What follows belongs to an exercise in optimizing a design on an open flow for small area; a production flow would make more cautious choices. The RTL was checked by simulation tests, not by an equivalence proof against the original design. Power and IR drop assume default switching activity.

**design.v**
```verilog
`timescale 1ns / 1ps
module pong_main(
    input clk,
    input hard_reset,
    input data1,
    input data2,
    output c_clk,
    output latch,
    output wire hsync,
    output wire vsync,
    output wire [2:0] red,
    output wire [2:0] green,
    output wire [2:0] blue,
    output wire speaker
);
    reg [9:0] cnt;
    always @(posedge clk)
        if (hard_reset) cnt <= 0;
        else cnt <= cnt + 1'b1;
    wire tick = &cnt;
    wire pix_en = (cnt[1:0] == 2'b00);
    wire sample_en = ~cnt[6] & (&cnt[5:0]);
    reg [3:0] stage;
    always @(posedge clk)
        if (hard_reset) stage <= 0;
        else if (sample_en) stage <= (stage == 4'd9) ? 4'd0 : stage + 1'b1;
    assign latch = (stage == 4'd0);
    wire data_phase = (stage != 4'd0) & (stage != 4'd9);
    assign c_clk = data_phase & cnt[6];
    wire k1 = ~data1;	 
    wire k2 = ~data2;
    reg a_o1, a_o2, a_p10, a_p11, a_p20, a_p21;
    always @(posedge clk)
        if (sample_en) begin
            case (stage)
                4'd1: begin a_o1 <= k1; a_o2 <= k2; end
                4'd2, 4'd3: begin a_o1 <= a_o1 | k1; a_o2 <= a_o2 | k2; end
                4'd4: begin a_o1 <= a_o1 | k1; a_p20 <= k2; end
                4'd5: begin a_p10 <= k1; a_p21 <= k2; end
                4'd6: begin a_p11 <= k1; a_p20 <= a_p20 | k2; end
                4'd7: begin a_p10 <= a_p10 | k1; a_p21 <= a_p21 | k2; end
                4'd8: begin a_p11 <= a_p11 | k1; a_o2 <= a_o2 | k2; end
                default: ;
            endcase
        end
    reg [1:0] btn1, btn2;
    reg other;
    always @(posedge clk)
        if (hard_reset) begin
            btn1 <= 2'b00; btn2 <= 2'b00; other <= 1'b0;
        end else if (sample_en && stage == 4'd9) begin
            btn1 <= {a_p11, a_p10};
            btn2 <= {a_p21, a_p20};
            other <= a_o1 & a_o2;
        end
    reg game_end;
    reg fresh;		 
    reg xinc, yinc;
    reg hit;		 
    reg [9:0] bx;	 
    reg [8:0] by;
    reg [4:0] nhit;	 
    reg [9:0] p1x1, p1x2, p2x1, p2x2;
    reg [1:0] m1, m2;	 
    wire restart = game_end & other;
    wire sreset = hard_reset | (tick & restart);
    wire [9:0] x = fresh ? bx : (xinc ? bx + 10'd1 : bx - 10'd1);
    wire [8:0] y = (fresh | game_end) ? by : (yinc ? by + 9'd1 : by - 9'd1);
    wire top_edge = (y <= 9'd5) & ~yinc;
    wire bot_edge = (y >= 9'd355) & yinc;
    wire miss1 = (x < p1x1) | (x > p1x2);
    wire miss2 = (x < p2x1) | (x > p2x2);
    wire hit_now = (top_edge & ~miss1) | (bot_edge & ~miss2);
    wire miss_now = (top_edge & miss1) | (bot_edge & miss2);
    always @(posedge clk)
        if (sreset) begin
            game_end <= 1'b0;
            fresh <= 1'b1;
            xinc <= 1'b1;
            yinc <= 1'b1;
            hit <= 1'b0;
            bx <= 10'd20;
            by <= 9'd20;
            nhit <= 5'd0;
        end else if (tick & ~game_end) begin
            fresh <= 1'b0;
            if (x <= 10'd2 && !xinc) xinc <= 1'b1;
            else if (x >= 10'd636 && xinc) xinc <= 1'b0;
            if (top_edge & ~miss1) yinc <= 1'b1;
            if (bot_edge & ~miss2) yinc <= 1'b0;
            game_end <= miss_now;
            hit <= hit_now;
            if (hit_now && nhit != 5'd21) nhit <= nhit + 1'b1;
            bx <= x;
            by <= y;
        end
    wire [3:0] d1 = (nhit[4:1] > 4'd10) ? 4'd10 : nhit[4:1];
    wire [4:0] nm1 = (nhit == 5'd0) ? 5'd0 : nhit - 1'b1;
    wire [3:0] d2 = (nm1[4:1] > 4'd10) ? 4'd10 : nm1[4:1];
    wire [7:0] w1 = 8'd150 - 8'd11 * d1;
    wire [7:0] w2 = 8'd150 - 8'd11 * d2;
    wire [9:0] pm1 = {{8{m1[1]}}, m1[0], 1'b0};
    wire [9:0] pm2 = {{8{m2[1]}}, m2[0], 1'b0};
    wire [9:0] pd1 = fresh ? 10'd260 : p1x1 + pm1;
    wire [9:0] pd2 = fresh ? 10'd260 : p2x1 + pm2;
    wire [10:0] r1 = {1'b0, p1x2} + {pm1[9], pm1};
    wire [10:0] r2 = {1'b0, p2x2} + {pm2[9], pm2};
    wire room1 = fresh | (r1 < 11'd640);
    wire room2 = fresh | (r2 < 11'd640);
    always @(posedge clk)
        if (hard_reset) begin
            m1 <= 2'b00; m2 <= 2'b00;
        end else if (tick) begin
            if (btn1 == 2'd1 && pd1 > 10'd1) m1 <= 2'b11;
            else if (btn1 == 2'd2 && room1) m1 <= 2'b01;
            else m1 <= 2'b00;
            if (btn2 == 2'd1 && pd2 > 10'd1) m2 <= 2'b11;
            else if (btn2 == 2'd2 && room2) m2 <= 2'b01;
            else m2 <= 2'b00;
        end
    always @(posedge clk)
        if (hard_reset) begin
            p1x1 <= 10'd260; p1x2 <= 10'd410;
            p2x1 <= 10'd260; p2x2 <= 10'd410;
        end else if (tick & ~game_end) begin
            p1x1 <= pd1; p1x2 <= pd1 + w1;
            p2x1 <= pd2; p2x2 <= pd2 + w2;
        end
    reg [19:0] bc;
    reg [14:0] bcount;
    reg ton, spk;
    wire bwrap = (bcount == 15'd28409);
    wire beep_en = hit & ~game_end;
    always @(posedge clk)
        if (hard_reset) begin
            bc <= 0; bcount <= 0;
        end else if (ton) begin
            bc <= bc + 1'b1;
            bcount <= bwrap ? 15'd0 : bcount + 1'b1;
        end
    always @(posedge clk)
        if (hard_reset) begin
            ton <= 1'b0; spk <= 1'b0;
        end else if (beep_en) ton <= 1'b1;
        else if (game_end) begin
            ton <= 1'b0; spk <= 1'b0;
        end else if (ton) begin
            if (&bc) begin
                ton <= 1'b0; spk <= 1'b0;
            end else if (bwrap) spk <= ~spk;
        end
    assign speaker = spk;
    reg [9:0] h;
    reg [8:0] v;
    always @(posedge clk)
        if (hard_reset) begin
            h <= 10'd880; v <= 9'd481;
        end else if (pix_en) begin
            if (h == 10'd655) begin
                h <= 10'd880;
                v <= (v == 9'd399) ? 9'd481 : v + 1'b1;
            end else h <= h + 1'b1;
        end
    assign hsync = ~((h >= 10'd880) & (h <= 10'd975));
    assign vsync = ~((v == 9'd481) | (v == 9'd482));
    wire vis = (h <= 10'd640) & (v <= 9'd360);
    wire border = (h <= 10'd1) | (h >= 10'd639) | (v == 9'd0) | (v == 9'd360);
    wire pad = ((h >= p1x1) & (h <= p1x2) & (v < 9'd7)) |
               ((h >= p2x1) & (h <= p2x2) & (v > 9'd353));
    wire [9:0] ex = h - bx;
    wire [8:0] ey = v - by;
    wire [2:0] ax = ex[9] ? (~ex[2:0] + 1'b1) : ex[2:0];
    wire [2:0] ay = ey[8] ? (~ey[2:0] + 1'b1) : ey[2:0];
    wire nearx = (ex[9:2] == 8'h00) | (ex[9:2] == 8'hff) | (ex == 10'd4);
    wire neary = (ey[8:2] == 7'h00) | (ey[8:2] == 7'h7f) | (ey == 9'd4);
    wire [5:0] sq = ax * ax + ay * ay;
    wire ball = nearx & neary & (sq < 6'd25);
    wire c1 = vis & (border | pad);
    wire c2 = vis & ~border & ~pad & ball;
    assign red = {3{c1 | c2}};
    assign green = {c1 | c2, c1 | c2, c1};
    assign blue = {1'b0, c1, c1};
endmodule
```
**run.sh**
```bash
#!/bin/bash
# synth_recipe.tcl (not shown) runs the flow's synth.tcl, then flattens the netlist and writes it again
# the make line also repeats each setting of config.mk as NAME=value (left out here)
make -C /OpenROAD-flow-scripts/flow DESIGN_CONFIG=/design/flow/config.mk WORK_HOME=/design/flow/orfs CLKGATE_MAP_FILE= SYNTH_SCRIPT=/design/flow/synth_recipe.tcl finish
```
**config.mk**
```make
export PLATFORM = sky130hd
export DESIGN_NAME = pong_main
export DESIGN_NICKNAME = pong_main
export VERILOG_FILES = /design/flow/design.v
export SDC_FILE = /design/flow/constraint.sdc
export NUM_CORES = 4
export LEC_CHECK = 0
export CAP_MARGIN = 20
export CORE_MARGIN = 2
export CORE_UTILIZATION = 40
export SLEW_MARGIN = 20
```
**constraint.sdc**
```tcl
create_clock -name core_clock -period 20.0 [get_ports {clk}]
set_input_delay 4.0000 -clock core_clock [delete_from_list [all_inputs] [get_ports {clk}]]
set_output_delay 4.0000 -clock core_clock [all_outputs]
set_load 0.01 [all_outputs]
```
==> run notes <==
- Placement Rows: 66
- Pre-antenna DRT Iters: 5
- Area Growth Syn to Fin: 8.00%
- Placed Cells: 2055
- Data required time of the worst path: 16.00 ns
- Clock Pin Slew Worst Setup and Hold Paths: 0.07 ns
- Yosys warning total: 1
- Multiplexer share of the synthesized area: 1.45%
- Largest net degree at the start of global routing: 72
- Max Freq: 0.100 GHz
- Hold slack: 0.464 ns
- Post-CTS Setup Bufs: 0
- Setup CP Type: flip-flop to output port
- DRC: 0
- Synth Area in Simple Gates: 21.5%
- Post-synth top area cell: dfxtp_1
- Vias in the first global route: 11100
- Slew Limit Fails: 0
- Detailed placement HPWL: 26.5 mm
- Slew headroom: 45.4%
- Routed Antenna Nets: 0
- First-pass GRT wire length: 56.2 mm
- Wire length per cell: 16.6 µm
- Post-CTS sizing: 0
- Commonest cells in the netlist: ha_1, nor2_1, dfxtp_1
- Clk buf depth: 2
- Worst slew pin tran: 0.798 ns
- Design area: 14200 µm²
- Most common cell in the netlist: ha_1
- Max Clock Skew: 0.0142 ns
- Initial antenna violation count: 1
- Total grt overflow: 0
- Synth Cell Area: 13200 µm²
- Die width: 185 µm
- Initial core utilization: 40.5%
- Dpl cell area: 13700 µm²
- I/O Buffers: 16
- EDFF count, synth: 6
- Final worst-path cycle share: 50.0%
- Core ar.: 32500 µm²
- Mapped Cells: 1650
- Syn nets: 1865
- Drt total wl: 34.5 mm
- Sink Count: 154
- Die area: 34400 µm²
- Crit Path Max Fanout: 10
- Vias post-DR: 11500
- Xor-xnor portion of the synthesized cell area: 7.59%
- Post-synthesis adder-cell area fraction: 20.7%
- Max Cap Viol: 0
- H-tree Lvls: 4
- Seq cells post-synth: 154
- Ports: 18
- Max VDD drop: 0.0609 mV
- Status: timing/DRC/antenna clean
- Die height: 185 µm
- Final-report setup violation count: 0
- Avg Vias per Cell: 5.52
- Sequential share of the synthesized area: 23.9%
- Setup crit start kind: flip-flop
- TNS Setup: 0 ns
- ANT cells: 0
- Hold Crit Class: flip-flop to flip-flop
- Dominant synthesized flop cell: dfxtp_1
- Hold Buf Count CTS: 0
- CTS tree: yes
- Top area cells in the synthesized netlist: dfxtp_1, ha_1, nor2_1
- Largest family of logic cells by synthesized area: simple AND/OR/NAND/NOR gates
- Pwr per Cell Area: 46.8 nW/µm²
- Clock latency (worst-skew pair): 0.45 ns
- Synthesized area per cell: 7.98 µm²
- Final hold viol count: 0
- Critical Path AT: 6.00 ns
- RSZ-0062 raised after global routing: false
- Crit path capture type: output port
- Layout cells sized above 1: 3.47%
- P_leak: 5.92 nW
- Crit path time final: 10.0 ns
- Root buf cell: clkbuf_16
- CTS Buf Count: 17
- Library cells used by synthesis: 73
- GPL Wtd Cong: 0.869
- Tot GR Track Use: 20.8%
- DR iter-0 viols: 602
- Asr flop ratio synth: 0%
- Finished Layout Cells: 2084
- # nets final: 1847
- Post-synth top area share: 22.5%
- Synth Area in Compound Gates: 19.1%
[critical path, cell delays in order, from the launching register on]
cell	delay, ns
dfxtp_1	0.57
ha_1	0.31
nor2b_1	0.14
o2111a_1	0.26
or3_1	0.40
and2_1	0.18
a211oi_1	0.48
mux2i_1	0.30
inv_1	0.08
ha_1	0.19
a21oi_1	0.18
fa_1	0.44
inv_1	0.07
ha_1	0.13
inv_1	0.05
fa_1	0.39
xor2_1	0.16
nor3_1	0.14
o221ai_1	0.16
o22ai_1	0.30
clkdlybuf4s50_1	0.61
[layer usage]
layer / part of all wire, % / global-route usage (%) / wire length (µm)
met1: 45 / 25.1 / 15400
met2: 48 / 36.9 / 16700
met3: 3.8 / 3.32 / 1320
met4: 3.0 / 7.75 / 1040
met5: 0.038 / 0 / 13
[stage by stage]
stage	setup slack, ns	power, mW	utilization [%]
after floorplan	11.29	0.344	-
after global placement	10.65	0.354	42.1
after detailed placement	10.46	0.355	42.1
after CTS	9.96	0.673	43.8
after global routing	9.53	0.688	43.8
final	10.00	0.665	43.8
[kinds of logic (layout without fill, tap and decap cells)]
group	after synthesis	in the layout
fa+ha+maj	211	211
compound gates	388	388
simple gates	578	578
mux	19	19
flops	154	154
xor+xnor	114	114
other cells	1	1
buf+inv	185	177
[where the power goes]
group | leakage [nW] | switching [mW] | internal, mW
clock | 0.270 | 0.140 | 0.177
combinational | 4.40 | 0.0219 | 0.0140
sequential | 1.25 | 0.00236 | 0.310
total | 5.92 | 0.164 | 0.501
[placed cells by master (no fill, tap or decap), types with 32 or more instances in the layout]
cell type and instances:
nand2_1 125, nand3_1 42, ha_1 199, a21oi_1 109, dfxtp_1 148, inv_1 123, xnor2_1 50, o21ai_0 76
nor3_1 46, xor2_1 64, a21o_1 32, nor2_1 176
[final timing paths]
| check | from | to | slack, ns | cells after the start |
|---|---|---|---|---|
| setup / recovery | h[1] | red[1] | 10.00 | 20 |
| hold / removal | cnt[0] | cnt[0] | 0.46 | 1 |
| setup reg to reg | xinc | nhit[4] | 14.37 | 18 |
| hold reg to reg | cnt[0] | cnt[0] | 0.46 | 1 |
[area by class of cell]
cell class              instances  area [µm²]
fillers                      3298       18200
multi-input cells            1311        9280
flip-flops and latches        154        3140
well taps                     442         553
inverters                     123         462
clock buffers                  20         457
repair buffers                 25         225
clock inverters                 9        88.8
[state kept, by name (all words and copies together), names as in the netlist, 2 cells and up]
register and count:
p1x1 10, m2 2, m1 2, bcount 15
p2x2 10, by 9, btn2 2, h 10
cnt 10, bx 10, p1x2 10, stage 4
nhit 5, p2x1 10, bc 20, btn1 2
v 9

[port drivers added, routing unchanged]
The flow's constraints put no driver on any port. The routed layout listed below was extracted and timed again, unchanged, in two steps.
Step 1: set_driving_cell puts a clkbuf_16 on clk and a buf_2 on each other input, an assumption about the parent block.
Step 2, shift: input delay + t, output delay - t, t = (earliest + latest rising clock arrival at the registers) / 2. This alone moves slack from input paths to output paths.
Three values: ideal ports, drivers, drivers and shift; two values: the first two.
t, ns: 0.493
slack for setup (ns): 10.002 / 9.949 / 10.442
worst data-port slew with drivers (ns): 0.03
After both steps this run still meets setup and hold. For this run, drivers alone change the setup slack by -0.053 ns; drivers and shift together by +0.440 ns.
